From an optimization exercise on the open Yosys and OpenROAD flow, aimed at small area and a short achievable clock period; shortcuts taken in it are not production practice. At most, simulation tests tie the RTL to the original design; equivalence was not proved. Power and IR drop assume default switching activity.

Design rr_arbiter, start of the top module:
module rr_arbiter(clk, resetb, ack, request, grant);
	parameter integer WIDTH = 64;
	localparam integer LOGW = 6;
	input clk, resetb, ack;
	input [WIDTH - 1:0] request;
	output [WIDTH - 1:0] grant;
	wire            valid;
	wire [LOGW-1:0] last;
	wire            any;
	wire [LOGW-1:0] idx;
	arbiter arbiter(.req(request), .last(last), .any(any), .idx(idx));
	register #(.LOGW(LOGW)) state(.clk(clk), .rst(resetb), .ack(ack), .any(any), .idx(idx), .valid(valid), .last(last));
	decoder #(.WIDTH(WIDTH), .LOGW(LOGW)) final_decoder(.valid(valid), .in(last), .out(grant));
endmodule
==> flow/config.mk <==
export PLATFORM = sky130hd
export DESIGN_NAME = rr_arbiter
export DESIGN_NICKNAME = rr_arbiter
export VERILOG_FILES = /design/flow/design.v
export SDC_FILE = /design/flow/constraint.sdc
export NUM_CORES = 4
export LEC_CHECK = 0
export CAP_MARGIN = 20
export CORE_MARGIN = 2
export CORE_UTILIZATION = 40
export CTS_BUF_LIST = sky130_fd_sc_hd__clkbuf_2
export CTS_CLUSTER_SIZE = 30
export PLACE_DENSITY = 0.75
export SETUP_SLACK_MARGIN = 4.3
export SLEW_MARGIN = 20
==> flow/constraint.sdc <==
create_clock -name core_clock -period 8.0 [get_ports {clk}]
set_input_delay 1.6000 -clock core_clock [delete_from_list [all_inputs] [get_ports {clk}]]
set_output_delay 1.6000 -clock core_clock [all_outputs]
set_load 0.01 [all_outputs]
standard.sh (not shown) runs the stock make flow with config.mk's settings and CLKGATE_MAP_FILE= SYNTH_SCRIPT=/design/flow/synth_recipe.tcl, a recipe that flattens the netlist after the stock synthesis.
==> flow/flow/run.sh <==
#!/bin/bash
# The standard layout with three changes:
# - Yosys's ABC maps the logic with flow/abc.script (one area-recovering
#   mapping after choice computation) instead of ORFS's speed script; the
#   rest of the synthesis, synth_recipe.tcl included, is unchanged.
# - The slow OR-type cells (a NOR plus an inverter in one cell, with a weak
#   stacked pull-up) are kept out of synthesis and repair.
# - The port buffers are plain buf_1 cells.
set -euo pipefail
here=$PWD
slow=""
for c in or3 or3b or4 or4b or4bb o41a; do
  for s in 1 2 4; do slow="$slow sky130_fd_sc_hd__${c}_$s"; done
done
cp config.mk flow_config.mk
echo "export DONT_USE_CELLS += $slow" >> flow_config.mk
cat > flow_synth.tcl <<EOT
proc abc {args} {
  set i [lsearch -exact \$args -script]
  if {\$i >= 0} { set args [lreplace \$args \$i [expr {\$i + 1}] -script $here/flow/abc.script] }
  yosys abc {*}\$args
}
source $here/synth_recipe.tcl
EOT
sed -e "s#DESIGN_CONFIG=[^ ]*#DESIGN_CONFIG=$here/flow_config.mk#" \
    -e "s#SYNTH_SCRIPT=[^ ]*#SYNTH_SCRIPT=$here/flow_synth.tcl#" standard.sh > flow_standard.sh
export BUFFER_PORTS_ARGS="-buffer_cell sky130_fd_sc_hd__buf_1"
bash flow_standard.sh > standard.log 2>&1
==> flow/flow/abc.script <==
&get -n
&st
&syn2
&dch -f
&nf -a -R 1000
&put
Edit:
CTS_BUF_LIST = not set   (was sky130_fd_sc_hd__clkbuf_2)
CTS_CLUSTER_SIZE = not set   (was 30)
PLACE_DENSITY = not set   (was 0.75)
After rerunning:
- sequential cell count stays the same
- routed wire length climbs by 3.9%
- via count climbs by 1.9%
Edit:
CTS_BUF_LIST = sky130_fd_sc_hd__clkbuf_2   (was not set)
CTS_CLUSTER_SIZE = 30   (was not set)
PLACE_DENSITY = 0.85   (was not set)
SETUP_SLACK_MARGIN = 4.2   (was 4.3)
What happened: Combinational power stays flat. Final cell count fell by 0.34%. Sequential power is about the same. Global-route usage rose by 1.0 points. Total power fell by 4.1%. Register-to-register slack degrades by 170 ps. Cell area fell by 6.9%. Area after synthesis is unchanged.
Edit:
--- a/flow/flow/run.sh
+++ b/flow/flow/run.sh
@@ -5,4 +5,4 @@
 #   rest of the synthesis, synth_recipe.tcl included, is unchanged.
-# - The slow OR-type cells (a NOR plus an inverter in one cell, with a weak
-#   stacked pull-up) are kept out of synthesis and repair.
+# - Slow cells are kept out of synthesis and repair: the OR types (a NOR plus
+#   an inverter in one cell) and the cells with four stacked transistors.
 # - The port buffers are plain buf_1 cells.
@@ -11,3 +11,3 @@
 slow=""
-for c in or3 or3b or4 or4b or4bb o41a; do
+for c in or3 or3b or4 or4b or4bb o41a o41ai a41o a41oi a2111o a2111oi o2111a o2111ai nor4b nor4bb and4b and4bb; do
   for s in 1 2 4; do slow="$slow sky130_fd_sc_hd__${c}_$s"; done
==> flow/flow/abc.script (replaced) <==
&get -n
&st
&syn2
&dch -f
&nf -a
&put
CTS_BUF_LIST = not set   (was sky130_fd_sc_hd__clkbuf_2)
CTS_CLUSTER_SIZE = not set   (was 30)
PLACE_DENSITY = not set   (was 0.85)
SETUP_SLACK_MARGIN = 4.3   (was 4.2)
=> Routed wire length came out higher by about 2%. Clock-buffer cell count stays the same. Design area grows by about 12%. Power decreases by 3.8%. Synthesized cell count drops by about 5%. Global-route usage decreases by 1.6 points. Sequential cell count stays the same. Clock skew stays flat. Via count goes down by 4.0%.
Edit:
--- a/flow/flow/run.sh
+++ b/flow/flow/run.sh
@@ -5,4 +5,4 @@
 #   rest of the synthesis, synth_recipe.tcl included, is unchanged.
-# - Slow cells are kept out of synthesis and repair: the OR types (a NOR plus
-#   an inverter in one cell) and the cells with four stacked transistors.
+# - The slow OR-type cells (a NOR plus an inverter in one cell, with a weak
+#   stacked pull-up) are kept out of synthesis and repair.
 # - The port buffers are plain buf_1 cells.
@@ -11,3 +11,3 @@
 slow=""
-for c in or3 or3b or4 or4b or4bb o41a o41ai a41o a41oi a2111o a2111oi o2111a o2111ai nor4b nor4bb and4b and4bb; do
+for c in or3 or3b or4 or4b or4bb o41a; do
   for s in 1 2 4; do slow="$slow sky130_fd_sc_hd__${c}_$s"; done
CORE_UTILIZATION = 55   (was 40)
Outcome: The new run completed without violations. First-iteration DRC count rises to 2.7 times its value. Clock power falls slightly. Clock-buffer cell count does not change. Worst hold slack improved by 13 ps. Setup slack is worse by 110 ps.
Edit:
==> flow/flow/abc.script (replaced) <==
&get -n
&st
&syn2
&dch -f
&nf -a -R 1000
&put
CORE_UTILIZATION = 40   (was 55)
CTS_BUF_LIST = sky130_fd_sc_hd__clkbuf_2   (was not set)
CTS_CLUSTER_SIZE = 30   (was not set)
PLACE_DENSITY = 0.75   (was not set)
SETUP_SLACK_MARGIN = 4.2   (was 4.3)
=>
- The changed run ran to the end with no violations
- total power falls by 6.3%
- cell area falls by 9.4%
- final cell count rises by 8.3%
- first-iteration DRC count falls by 54%
- routed wire length falls by 4.7%
- die area rises by 25%
- utilization falls by 22 points
- non-clock buffer count falls by 2

rr_arbiter again, from the RTL that the note above started with.
Settings: LEC_CHECK=0, CAP_MARGIN=20, CORE_MARGIN=2, CORE_UTILIZATION=40, SETUP_SLACK_MARGIN=4.5, SLEW_MARGIN=20; clock period 8.0 ns.
==> flow/flow/run.sh <==
#!/bin/bash
# The standard layout with three changes:
# - Yosys's ABC maps the logic with flow/abc.script (one area-recovering
#   mapping after choice computation) instead of ORFS's speed script; the
#   rest of the synthesis, synth_recipe.tcl included, is unchanged.
# - The slow OR-type cells (a NOR plus an inverter in one cell, with a weak
#   stacked pull-up) are kept out of synthesis and repair.
# - The port buffers are plain buf_1 cells.
set -euo pipefail
here=$PWD
slow=""
for c in or3 or3b or4 or4b or4bb o41a; do
  for s in 1 2 4; do slow="$slow sky130_fd_sc_hd__${c}_$s"; done
done
cp config.mk flow_config.mk
echo "export DONT_USE_CELLS += $slow" >> flow_config.mk
cat > flow_synth.tcl <<EOT
proc abc {args} {
  set i [lsearch -exact \$args -script]
  if {\$i >= 0} { set args [lreplace \$args \$i [expr {\$i + 1}] -script $here/flow/abc.script] }
  yosys abc {*}\$args
}
source $here/synth_recipe.tcl
EOT
sed -e "s#DESIGN_CONFIG=[^ ]*#DESIGN_CONFIG=$here/flow_config.mk#" \
    -e "s#SYNTH_SCRIPT=[^ ]*#SYNTH_SCRIPT=$here/flow_synth.tcl#" standard.sh > flow_standard.sh
export BUFFER_PORTS_ARGS="-buffer_cell sky130_fd_sc_hd__buf_1"
bash flow_standard.sh > standard.log 2>&1
==> flow/flow/abc.script <==
&get -n
&st
&syn2
&dch -f
&nf -a -R 1000
&put
The baseline completed without violations.
==> next run, changes <==
==> flow/flow/run.sh (replaced) <==
#!/bin/bash
# The standard layout, with two changes: the port buffers are plain buf_1
# cells, and slow cells are kept out of synthesis and repair: the OR types
# (a NOR plus an inverter in one cell) and the cells with four stacked
# transistors in one network.
set -euo pipefail
slow=""
for c in or3 or3b or4 or4b or4bb o41a o41ai a41o a41oi a2111o a2111oi o2111a o2111ai nor4b nor4bb and4b and4bb; do
  for s in 1 2 4; do slow="$slow sky130_fd_sc_hd__${c}_$s"; done
done
cp config.mk flow_config.mk
echo "export DONT_USE_CELLS += $slow" >> flow_config.mk
sed "s#DESIGN_CONFIG=[^ ]*#DESIGN_CONFIG=$PWD/flow_config.mk#" standard.sh > flow_standard.sh
export BUFFER_PORTS_ARGS="-buffer_cell sky130_fd_sc_hd__buf_1"
bash flow_standard.sh > standard.log 2>&1
SETUP_SLACK_MARGIN = 4.0   (was 4.5)
removed: flow/flow/abc.script
Effect: The changed run produced a clean layout; combinational power fell by about 3%; worst hold slack gets better by 0.024 ns; total power increases by 2.1%; setup slack is worse by 0.25 ns; via count shrinks by 7.8%; sequential power went up by 21%.
==> next run, changes <==
==> flow/flow/run.sh (replaced) <==
#!/bin/bash
# The standard layout with three changes:
# - Yosys's ABC maps the logic with flow/abc.script (one area-recovering
#   mapping after choice computation) instead of ORFS's speed script; the
#   rest of the synthesis, synth_recipe.tcl included, is unchanged.
# - The slow OR-type cells (a NOR plus an inverter in one cell, with a weak
#   stacked pull-up) are kept out of synthesis and repair.
# - The port buffers are plain buf_1 cells.
set -euo pipefail
here=$PWD
slow=""
for c in or3 or3b or4 or4b or4bb o41a; do
  for s in 1 2 4; do slow="$slow sky130_fd_sc_hd__${c}_$s"; done
done
cp config.mk flow_config.mk
echo "export DONT_USE_CELLS += $slow" >> flow_config.mk
cat > flow_synth.tcl <<EOT
proc abc {args} {
  set i [lsearch -exact \$args -script]
  if {\$i >= 0} { set args [lreplace \$args \$i [expr {\$i + 1}] -script $here/flow/abc.script] }
  yosys abc {*}\$args
}
source $here/synth_recipe.tcl
EOT
sed -e "s#DESIGN_CONFIG=[^ ]*#DESIGN_CONFIG=$here/flow_config.mk#" \
    -e "s#SYNTH_SCRIPT=[^ ]*#SYNTH_SCRIPT=$here/flow_synth.tcl#" standard.sh > flow_standard.sh
export BUFFER_PORTS_ARGS="-buffer_cell sky130_fd_sc_hd__buf_1"
bash flow_standard.sh > standard.log 2>&1
==> flow/flow/abc.script (new file) <==
&get -n
&st
&syn2
&dch -f
&nf -a
&put
Outcome: Worst hold slack got worse by 0.021 ns; cell count falls by 1.4%; non-clock buffer count does not change; die area falls by 5.5%; setup slack improved by 0.060 ns; global-route usage rises by 2.5 points; design area falls by 1.0%; sequential cell count is unchanged; first-iteration DRC count rises by 38%; sequential share of layout area barely changes; count of clock-buffer cells in the layout stays the same.

Another version of the RTL of rr_arbiter (not shown whole).
Size in the first run: roughly 610 cells after synthesis, ~130 I/O pins, roughly 0.0036 mm^2 of cells after synthesis.
==> flow/config.mk <==
export PLATFORM = sky130hd
export DESIGN_NAME = rr_arbiter
export DESIGN_NICKNAME = rr_arbiter
export VERILOG_FILES = /design/flow/design.v
export SDC_FILE = /design/flow/constraint.sdc
export NUM_CORES = 4
export LEC_CHECK = 0
export CAP_MARGIN = 20
export CORE_MARGIN = 2
export CORE_UTILIZATION = 40
export SLEW_MARGIN = 20
==> flow/constraint.sdc <==
create_clock -name core_clock -period 8.0 [get_ports {clk}]
set_input_delay 1.6000 -clock core_clock [delete_from_list [all_inputs] [get_ports {clk}]]
set_output_delay 1.6000 -clock core_clock [all_outputs]
set_load 0.01 [all_outputs]
run.sh (not shown) runs the stock make flow with config.mk's settings and CLKGATE_MAP_FILE= SYNTH_SCRIPT=/design/flow/synth_recipe.tcl, a recipe that flattens the netlist after the stock synthesis.
Stock flow here: none of the scripts above is used.
The baseline finished clean.
Change:
==> flow/flow/run.sh (new file) <==
#!/bin/bash
# The standard layout, with the port buffers made as plain buf_1 cells.
set -euo pipefail
export BUFFER_PORTS_ARGS="-buffer_cell sky130_fd_sc_hd__buf_1"
bash standard.sh > standard.log 2>&1
==> flow/standard.sh (new file) <==
#!/bin/bash
# synth_recipe.tcl (not shown) runs the flow's synth.tcl, then flattens the netlist and writes it again
# the make line also repeats each setting of config.mk as NAME=value (left out here)
make -C /OpenROAD-flow-scripts/flow DESIGN_CONFIG=/design/flow/config.mk WORK_HOME=/design/flow/orfs CLKGATE_MAP_FILE= SYNTH_SCRIPT=/design/flow/synth_recipe.tcl "${@:-finish}"
removed: flow/run.sh
After rerunning:
- The changed run completed with no timing, DRC or antenna violations
- power went down by a few percent
- utilization went down by 9.3 points
- cell area went down by about a fifth
- die area stays the same
- clock skew barely changes
- hold slack is about the same
- global-route usage went down by 2.2 points
- routed wire length went down by a few percent
- worst setup slack improved by 0.46 ns

garnet:
Another version of the RTL of rr_arbiter (not shown whole).
Size: about 420 cells after synthesis, about 7 flip-flops, about 2700 um^2 of cells after synthesis.
export LEC_CHECK = 0
export CAP_MARGIN = 20
export CORE_MARGIN = 2
export CORE_UTILIZATION = 40
export SETUP_SLACK_MARGIN = 3.6
export SLEW_MARGIN = 20
create_clock -name core_clock -period 8.0 [get_ports {clk}]
standard.sh (not shown) runs the stock make flow with config.mk's settings and CLKGATE_MAP_FILE= SYNTH_SCRIPT=/design/flow/synth_recipe.tcl, a recipe that flattens the netlist after the stock synthesis.
==> flow/flow/run.sh <==
#!/bin/bash
# The standard layout, with the port buffers made as plain buf_1 cells.
set -euo pipefail
export BUFFER_PORTS_ARGS="-buffer_cell sky130_fd_sc_hd__buf_1"
bash standard.sh > standard.log 2>&1
[inputs] amber vs garnet
Settings: changing SETUP_SLACK_MARGIN from 3.6 to 4.3.
Findings:
STATUS worst vdd rail ir drop: amber wins against garnet. Power share of the combinational group (lower): amber. Diff garnet and amber: critical path depth higher in amber. Compared amber vs garnet, and core utilization is up in amber. Compared with garnet, in amber overall power +about 1.6%, total detailed-routing wirelength ~0 delta.
### amber -> delta
Settings: SETUP_SLACK_MARGIN: 4.3 -> 4.0.
Findings:
In the tables for amber and delta, post-synthesis to final-layout area growth reads lower with delta.
From amber to delta, instance count of the mapped netlist did not move at all.
Any difference in number of vias in the routed layout between amber and delta is small enough to ignore.
Compared with amber, delta shows a lower cell area after layout.
Number of standard cells in the layout, taps in and fillers out, amber and delta: smaller value in delta
Comparing delta with amber, the hold slack came out essentially unchanged.
Worst setup slack in delta is 160 ps lower than in amber
delta ends up with higher share of the cycle needed by the critical path after routing than amber does.
Compared with amber, delta shows utilization lower by 1.4 points.
Compared amber against delta; met2 capacity usage during global routing within noise.
Reported for amber and delta, share of synthesized flip-flops with an asynchronous set or reset turned out identical to the last digit.
Inputs modified between delta and onyx:
Settings: SETUP_SLACK_MARGIN now 4.8, was 4.0.
[summary]
Power dissipated in sequential cells: onyx vs delta down 42%. Per the comparison of onyx with delta, cell area after layout +700 um^2, total clock network power ~0 delta, biggest cell delay along the critical path -120 ps, per-cell via count in the routed design +0.18. The relative contribution of combinational cells to total power number comes out lower for delta vs onyx. Compared with delta, in onyx power after layout went up by about 33%; maximum frequency has increased; area growth from synthesis to layout rose by 26 points; simple-gate area share of the yosys netlist now sits at about the same level.
No run of this note included a check of the RTL's function; only the layout flow was run.

job 101:
rr_arbiter with an RTL version that a note above also has.
Size: about 380 cells after synthesis, about 2100 sq um of cells after synthesis.
export LEC_CHECK = 0
export CAP_MARGIN = 20
export CORE_MARGIN = 2
export CORE_UTILIZATION = 40
export SETUP_SLACK_MARGIN = 4.2
export SLEW_MARGIN = 20
create_clock -name core_clock -period 8.0 [get_ports {clk}]
==> flow/flow/run.sh <==
#!/bin/bash
# The standard layout with three changes:
# - Yosys's ABC maps the logic with flow/abc.script (one area-recovering
#   mapping after choice computation) instead of ORFS's speed script; the
#   rest of the synthesis, synth_recipe.tcl included, is unchanged.
# - The slow OR-type cells (a NOR plus an inverter in one cell, with a weak
#   stacked pull-up) are kept out of synthesis and repair.
# - The port buffers are plain buf_1 cells.
set -euo pipefail
here=$PWD
slow=""
for c in or3 or3b or4 or4b or4bb o41a; do
  for s in 1 2 4; do slow="$slow sky130_fd_sc_hd__${c}_$s"; done
done
cp config.mk flow_config.mk
echo "export DONT_USE_CELLS += $slow" >> flow_config.mk
cat > flow_synth.tcl <<EOT
proc abc {args} {
  set i [lsearch -exact \$args -script]
  if {\$i >= 0} { set args [lreplace \$args \$i [expr {\$i + 1}] -script $here/flow/abc.script] }
  yosys abc {*}\$args
}
source $here/synth_recipe.tcl
EOT
sed -e "s#DESIGN_CONFIG=[^ ]*#DESIGN_CONFIG=$here/flow_config.mk#" \
    -e "s#SYNTH_SCRIPT=[^ ]*#SYNTH_SCRIPT=$here/flow_synth.tcl#" standard.sh > flow_standard.sh
export BUFFER_PORTS_ARGS="-buffer_cell sky130_fd_sc_hd__buf_1"
bash flow_standard.sh > standard.log 2>&1
==> flow/flow/abc.script <==
&get -n
&st
&syn2
&dch -f
&nf -a -R 1000
&put
Inputs modified between job 101 and job 102:
Settings: changing SETUP_SLACK_MARGIN from 4.2 to 4.3.
==> flow/flow/run.sh <==
#!/bin/bash
# The standard layout, with two changes: the port buffers are plain buf_1
# cells, and the slow OR-type cells (an OR is a NOR plus an inverter in one
# cell, with a weak stacked pull-up) are kept out of synthesis and repair.
set -euo pipefail
slow=""
for c in or3 or3b or4 or4b or4bb o41a; do
  for s in 1 2 4; do slow="$slow sky130_fd_sc_hd__${c}_$s"; done
done
cp config.mk flow_config.mk
echo "export DONT_USE_CELLS += $slow" >> flow_config.mk
sed "s#DESIGN_CONFIG=[^ ]*#DESIGN_CONFIG=$PWD/flow_config.mk#" standard.sh > flow_standard.sh
export BUFFER_PORTS_ARGS="-buffer_cell sky130_fd_sc_hd__buf_1"
bash flow_standard.sh > standard.log 2>&1
removed: flow/flow/abc.script
Results
Re part of the cycle the worst path needs: job 102 is 1.1 points down on job 101.
Relative to job 101, design area has gone up in job 102.
Side by side, first-pass GRT wire length turned out lower in job 102 than in job 101.
Compared with job 101, placement density in the core of job 102 is lower.
Diff job 101 -> job 102 | area added between synthesis and finish | decrease of 8.3 points
Comparing job 101 and job 102, power of the clock network is lower on job 101.
Modified inputs, job 103 compared to job 102
Settings: a change of SETUP_SLACK_MARGIN from 4.3 to 4.1.
==> flow/flow/run.sh <==
#!/bin/bash
# The standard layout with three changes:
# - Yosys's ABC maps the logic with flow/abc.script (one area-recovering
#   mapping after choice computation) instead of ORFS's speed script; the
#   rest of the synthesis, synth_recipe.tcl included, is unchanged.
# - The slow OR-type cells (a NOR plus an inverter in one cell, with a weak
#   stacked pull-up) are kept out of synthesis and repair.
# - The port buffers are plain buf_1 cells.
set -euo pipefail
here=$PWD
slow=""
for c in or3 or3b or4 or4b or4bb o41a; do
  for s in 1 2 4; do slow="$slow sky130_fd_sc_hd__${c}_$s"; done
done
cp config.mk flow_config.mk
echo "export DONT_USE_CELLS += $slow" >> flow_config.mk
cat > flow_synth.tcl <<EOT
proc abc {args} {
  set i [lsearch -exact \$args -script]
  if {\$i >= 0} { set args [lreplace \$args \$i [expr {\$i + 1}] -script $here/flow/abc.script] }
  yosys abc {*}\$args
}
source $here/synth_recipe.tcl
EOT
sed -e "s#DESIGN_CONFIG=[^ ]*#DESIGN_CONFIG=$here/flow_config.mk#" \
    -e "s#SYNTH_SCRIPT=[^ ]*#SYNTH_SCRIPT=$here/flow_synth.tcl#" standard.sh > flow_standard.sh
export BUFFER_PORTS_ARGS="-buffer_cell sky130_fd_sc_hd__buf_1"
bash flow_standard.sh > standard.log 2>&1
==> flow/flow/abc.script (new file) <==
&get -n
&st
&syn2
&dch -f
&nf -a -R 1000
&put
## What came out
Lower worst setup slack among job 102 and job 103: job 103
Job 103 against job 102: total met3 wirelength after detailed routing went up by 98%; cell count went up by 16; sequential portion of the cell area went up by 0.39 points.
[job 103] relative contribution of the clock network to total power rose 0.3 points relative to job 102
Detailed-route wire length on metal 1 (higher): job 103
Taking job 102 as the reference, in job 103 first-iteration DRC count picked up an extra 228, global-route wire length before repair picked up an extra 400 microns.
After detailed routing, job 102 needs less wire than job 103.
When job 103 is measured against job 102, its power turns out 5.9% lower.
Edits applied to the flow inputs when going from job 103 to job 104:
Settings: a change of SETUP_SLACK_MARGIN from 4.1 to 4.3.
==> flow/flow/run.sh <==
#!/bin/bash
# The standard layout, with two changes: the port buffers are plain buf_1
# cells, and slow cells are kept out of synthesis and repair: the OR types
# (a NOR plus an inverter in one cell) and the cells with four stacked
# transistors in one network.
set -euo pipefail
slow=""
for c in or3 or3b or4 or4b or4bb o41a o41ai a41o a41oi a2111o a2111oi o2111a o2111ai nor4b nor4bb and4b and4bb; do
  for s in 1 2 4; do slow="$slow sky130_fd_sc_hd__${c}_$s"; done
done
cp config.mk flow_config.mk
echo "export DONT_USE_CELLS += $slow" >> flow_config.mk
sed "s#DESIGN_CONFIG=[^ ]*#DESIGN_CONFIG=$PWD/flow_config.mk#" standard.sh > flow_standard.sh
export BUFFER_PORTS_ARGS="-buffer_cell sky130_fd_sc_hd__buf_1"
bash flow_standard.sh > standard.log 2>&1
removed: flow/flow/abc.script
## What came out
- Summary of job 104 over job 103: count of non-filler cells in the finished layout lower; synthesis-to-finish area growth lower; max capacitance violation total roughly the same; critical path data arrival time lower; count of inverters not on the clock network in the layout higher.
- Diff job 103 -> job 104 | synthesized cell count | decrease of 1.6%
- A launching instance or port of the critical path of request[56] is what job 103 shows, while request[62] belongs to job 104.
- The met3 usage reported for job 104 is smaller than that of job 103 by 2.6 points.
- Number of flops mapped to enable cells by yosys came out exactly the same in job 104 and job 103.
- Job 104 does better than job 103 on register-to-register slack.
- Compared with job 103, in job 104 number of buffers outside the clock class in the layout now larger; global-route usage now smaller.
#### Input delta (job 105 over job 104)
Settings: SETUP_SLACK_MARGIN now 4.0, was 4.3.
-- flow/flow/run.sh --
<<< job 104, line 3
# cells, and slow cells are kept out of synthesis and repair: the OR types
# (a NOR plus an inverter in one cell) and the cells with four stacked
# transistors in one network.
>>> job 105, line 3
# cells, and the slow OR-type cells (an OR is a NOR plus an inverter in one
# cell, with a weak stacked pull-up) are kept out of synthesis and repair.
<<< job 104, line 8
for c in or3 or3b or4 or4b or4bb o41a o41ai a41o a41oi a2111o a2111oi o2111a o2111ai nor4b nor4bb and4b and4bb; do
>>> job 105, line 7
for c in or3 or3b or4 or4b or4bb o41a; do
Results
Max cell area power density across job 104 and job 105: job 104. Job 105 vs. job 104: power after layout went down by 13%. Sort job 104 and job 105 by weighted congestion at the end of routability-driven global placement, ascending, and job 105 comes first. Worst-margin pin slew is lower on job 104. Status: clock network contribution to total cell area parity (job 105, job 104). state.last[4] as the start point of the critical path was reported by job 105, and request[62] by job 104.

==> what the ideal ports hide <==
The results above use ideal ports. As a check the final layouts listed here were re-extracted and re-timed, cells and wires unchanged.
Step 1 (the two cells are an assumption about what drives the block):
set clk [get_ports {clk}]
set_driving_cell -lib_cell sky130_fd_sc_hd__clkbuf_16 $clk
set_driving_cell -lib_cell sky130_fd_sc_hd__buf_2 [delete_from_list [all_inputs] $clk]
Step 2 times the ports against the registers' clock, not the clock port: input delays grow and output delays shrink by t, the midpoint of the rising clock arrivals with the driver on.
Slacks: ideal / step 1 / step 2; pairs: ideal / step 1.
| run | t (ns) | setup slack, ns | worst setup path after step 2 |
|---|---|---|---|
| the first run of note 1 | 0.259 | 4.353 / 4.349 / 4.090 | input to register |
| the second run of note 1 | 0.238 | 4.410 / 4.407 / 4.168 | input to register |
| the third run of note 1 | 0.248 | 4.277 / 4.276 / 4.028 | input to register |
| the fourth run of note 1 | 0.259 | 4.403 / 4.407 / 4.149 | input to register |
| the fifth run of note 1 | 0.248 | 4.295 / 4.292 / 4.044 | input to register |
| the sixth run of note 1 | 0.264 | 4.346 / 4.336 / 4.079 | input to register |
| the first run of note 2 | 0.238 | 4.346 / 4.326 / 4.088 | input to register |
| the second run of note 2 | 0.244 | 4.097 / 4.096 / 3.851 | input to register |
| the third run of note 2 | 0.239 | 4.157 / 4.154 / 3.914 | input to register |
| the first run of note 3 | 0.249 | 2.733 / 2.708 / 2.957 | register to output |
| the second run of note 3 | 0.249 | 3.195 / 3.171 / 3.420 | register to output |
| garnet | 0.245 | 4.111 / 4.091 / 3.950 | input to register |
| amber | 0.245 | 4.349 / 4.350 / 4.104 | input to register |
| delta | 0.246 | 4.185 / 4.185 / 3.939 | input to register |
| onyx | 0.243 | 4.442 / 4.440 / 4.197 | input to register |
| job 101 | 0.238 | 4.291 / 4.289 / 4.051 | input to register |
| job 102 | 0.244 | 4.382 / 4.382 / 4.138 | input to register |
| job 103 | 0.238 | 4.181 / 4.180 / 3.942 | input to register |
| job 104 | 0.268 | 4.259 / 4.251 / 3.983 | input to register |
| job 105 | 0.245 | 4.193 / 4.171 / 3.983 | input to register |
After both steps setup and hold are still met in every run listed. For job 104, which loses most, drivers alone change the setup slack by -0.008 ns; drivers and shift together by -0.276 ns.
